What follows belongs to an exercise in optimizing a design on an open flow for small area; a production flow would make more cautious choices. In this exercise RTL edits were held to simulation tests only and were not proved equivalent to the original.

## top
module top(input clk, rst, ball_speed, serve_type, angle, bat_size, restart, start, en_color, auto, hard_mode, input[3:0] mode, max_score, input[8:0] adc, output sel, size, output sound, output [9:0] RED, GRN, BLU, output HSYNC, VSYNC, px_clk, blank);
    wire [9:0] x, y, p1_y, bx, by, pp2_y;
    wire [8:0] ap2_y;
    reg [8:0] p2_y_ff;    
    wire [10:0] tb;
    wire px_data_out, vis;
    wire [2:0] color;
    wire [4:0] score1, score2;
    wire p1_win, p2_win, turn, start_state, hit, wall, goal, bs;
    wire p2p, p2m, xh;
    wire [1:0] game_mode;
    reg [1:0] mode_in, score_in;
    assign blank = 1'b1;
    assign size = bat_size;
    always @(posedge clk) begin
        if(auto) p2_y_ff <= ap2_y;
        else p2_y_ff <= pp2_y[8:0];
    end
    always @(posedge clk or posedge rst) begin
        if(rst) begin
            mode_in <= 2'b00;
            score_in <= 2'b00;
        end else begin
            if(mode[3]) mode_in <= 2'b11;
            else if(mode[2]) mode_in <= 2'b10;
            else if(mode[1]) mode_in <= 2'b01;
            else if(mode[0]) mode_in <= 2'b00;
            if(max_score[3]) score_in <= 2'b11;
            else if(max_score[2]) score_in <= 2'b10;
            else if(max_score[1]) score_in <= 2'b01;
            else if(max_score[0]) score_in <= 2'b00;
        end
    end
    vga_controller vga_controller(clk, rst, tb, x, y, vis, HSYNC, VSYNC, px_clk);
    paddle_controller pctrl(clk, rst, p2p, p2m, bat_size, tb[3:0], ap2_y);
    auto_player auto_player(clk, rst, auto, turn, hit, wall, start_state, hard_mode, xh, game_mode, by[8:0], ap2_y, p2p, p2m);
    adc_reader adc_reader(clk, rst, adc, tb[5:0], sel, p1_y, pp2_y);
    sound_output sound_output(clk, rst, hit, wall, goal, sound);
  ...
==> flow/config.mk <==
export PLATFORM = sky130hd
export DESIGN_NAME = top
export DESIGN_NICKNAME = top
export VERILOG_FILES = /design/flow/design.v
export SDC_FILE = /design/flow/constraint.sdc
export NUM_CORES = 4
export LEC_CHECK = 0
export ABC_AREA = 1
export CAP_MARGIN = 20
export CORE_MARGIN = 2
export CORE_UTILIZATION = 40
export CTS_BUF_LIST = sky130_fd_sc_hd__clkbuf_8
export PLACE_DENSITY = 0.6
export SLEW_MARGIN = 20
==> flow/constraint.sdc <==
create_clock -name core_clock -period 10.0 [get_ports {clk}]
set_input_delay 2.0000 -clock core_clock [delete_from_list [all_inputs] [get_ports {clk}]]
set_output_delay 2.0000 -clock core_clock [all_outputs]
set_load 0.01 [all_outputs]
standard.sh (not shown) runs the stock make flow with config.mk's settings and CLKGATE_MAP_FILE= SYNTH_SCRIPT=/design/flow/synth_recipe.tcl, a recipe that flattens the netlist after the stock synthesis.
==> flow/flow/run.sh <==
#!/bin/bash
# Layout flow: the standard flow, except that
#  - synthesis skips the adder extraction (ADDER_MAP_FILE empty) and maps the logic with a
#    stronger ABC script (abc_area.script here);
#  - the port buffers are the smallest buffer (buf_1) instead of clkdlybuf4s50_1.
set -euo pipefail
W=$PWD
rm -rf "$W/scripts_mine"
cp -r "$FLOW_HOME/scripts" "$W/scripts_mine"
cp "$W/flow/abc_area.script" "$W/scripts_mine/abc_area.script"
make -C "$FLOW_HOME" DESIGN_CONFIG="$W/config.mk" WORK_HOME="$W/orfs" CLKGATE_MAP_FILE= \
  SYNTH_SCRIPT="$W/synth_recipe.tcl" SCRIPTS_DIR="$W/scripts_mine" ADDER_MAP_FILE= synth > "$W/synth.log" 2>&1
export BUFFER_PORTS_ARGS="-buffer_cell sky130_fd_sc_hd__buf_1"
bash "$W/standard.sh" > "$W/layout.log" 2>&1
==> flow/flow/abc_area.script <==
strash
&get -n
&fraig -x
&put
scorr
dc2
strash
&get -n
&deepsyn -T 600
&put
strash
&get -n
&dch -f
&nf -R 1000 -F 32 -A 32 -p
&put
Then changed:
--- a/flow/flow/run.sh
+++ b/flow/flow/run.sh
@@ -5 +5,2 @@
-#  - the port buffers are the smallest buffer (buf_1) instead of clkdlybuf4s50_1.
+#  - the port buffers are the smallest buffer (buf_1) instead of clkdlybuf4s50_1;
+#  - clock tree synthesis uses clkbuf_8 and inserts no dummy loads.
@@ -13,0 +15 @@
+export CTS_ARGS="-sink_clustering_enable -repair_clock_nets -buf_list sky130_fd_sc_hd__clkbuf_8 -dont_use_dummy_load"
--- a/flow/flow/abc_area.script
+++ b/flow/flow/abc_area.script
@@ -9 +9 @@
-&deepsyn -T 600
+&deepsyn -T 300
Setup slack is better by 0.13 ns. Routed wire length came out lower by 3.1%. Critical path depth decreases by 2. Cell count drops by 1.1%. Utilization came out lower by 0.76 points.

==> afterwards: timing with drivers on the ports <==
The results above use ideal ports. As a check the final layouts listed here were re-extracted and re-timed, cells and wires unchanged.
Step 1 sets driving cells, clkbuf_16 on the clock port and buf_2 on the other inputs (assumed; they add their load-dependent delay and slew).
Step 2 times the ports against the registers' clock, not the clock port: input delays grow and output delays shrink by t, the midpoint of the rising clock arrivals with the driver on.
Three values: ideal ports, drivers, drivers and shift; two values: the first two.
run | t (ns) | setup WS [ns] | hold WS [ns] | pins driven straight from the clock port
the first run | 0.524 | 0.843 / 0.843 / 0.843 | 0.396 / 0.396 / 0.396 | 1
the second run | 0.499 | 0.971 / 0.971 / 0.971 | 0.386 / 0.386 / 0.386 | 1
After both steps every run listed still meets setup and hold.
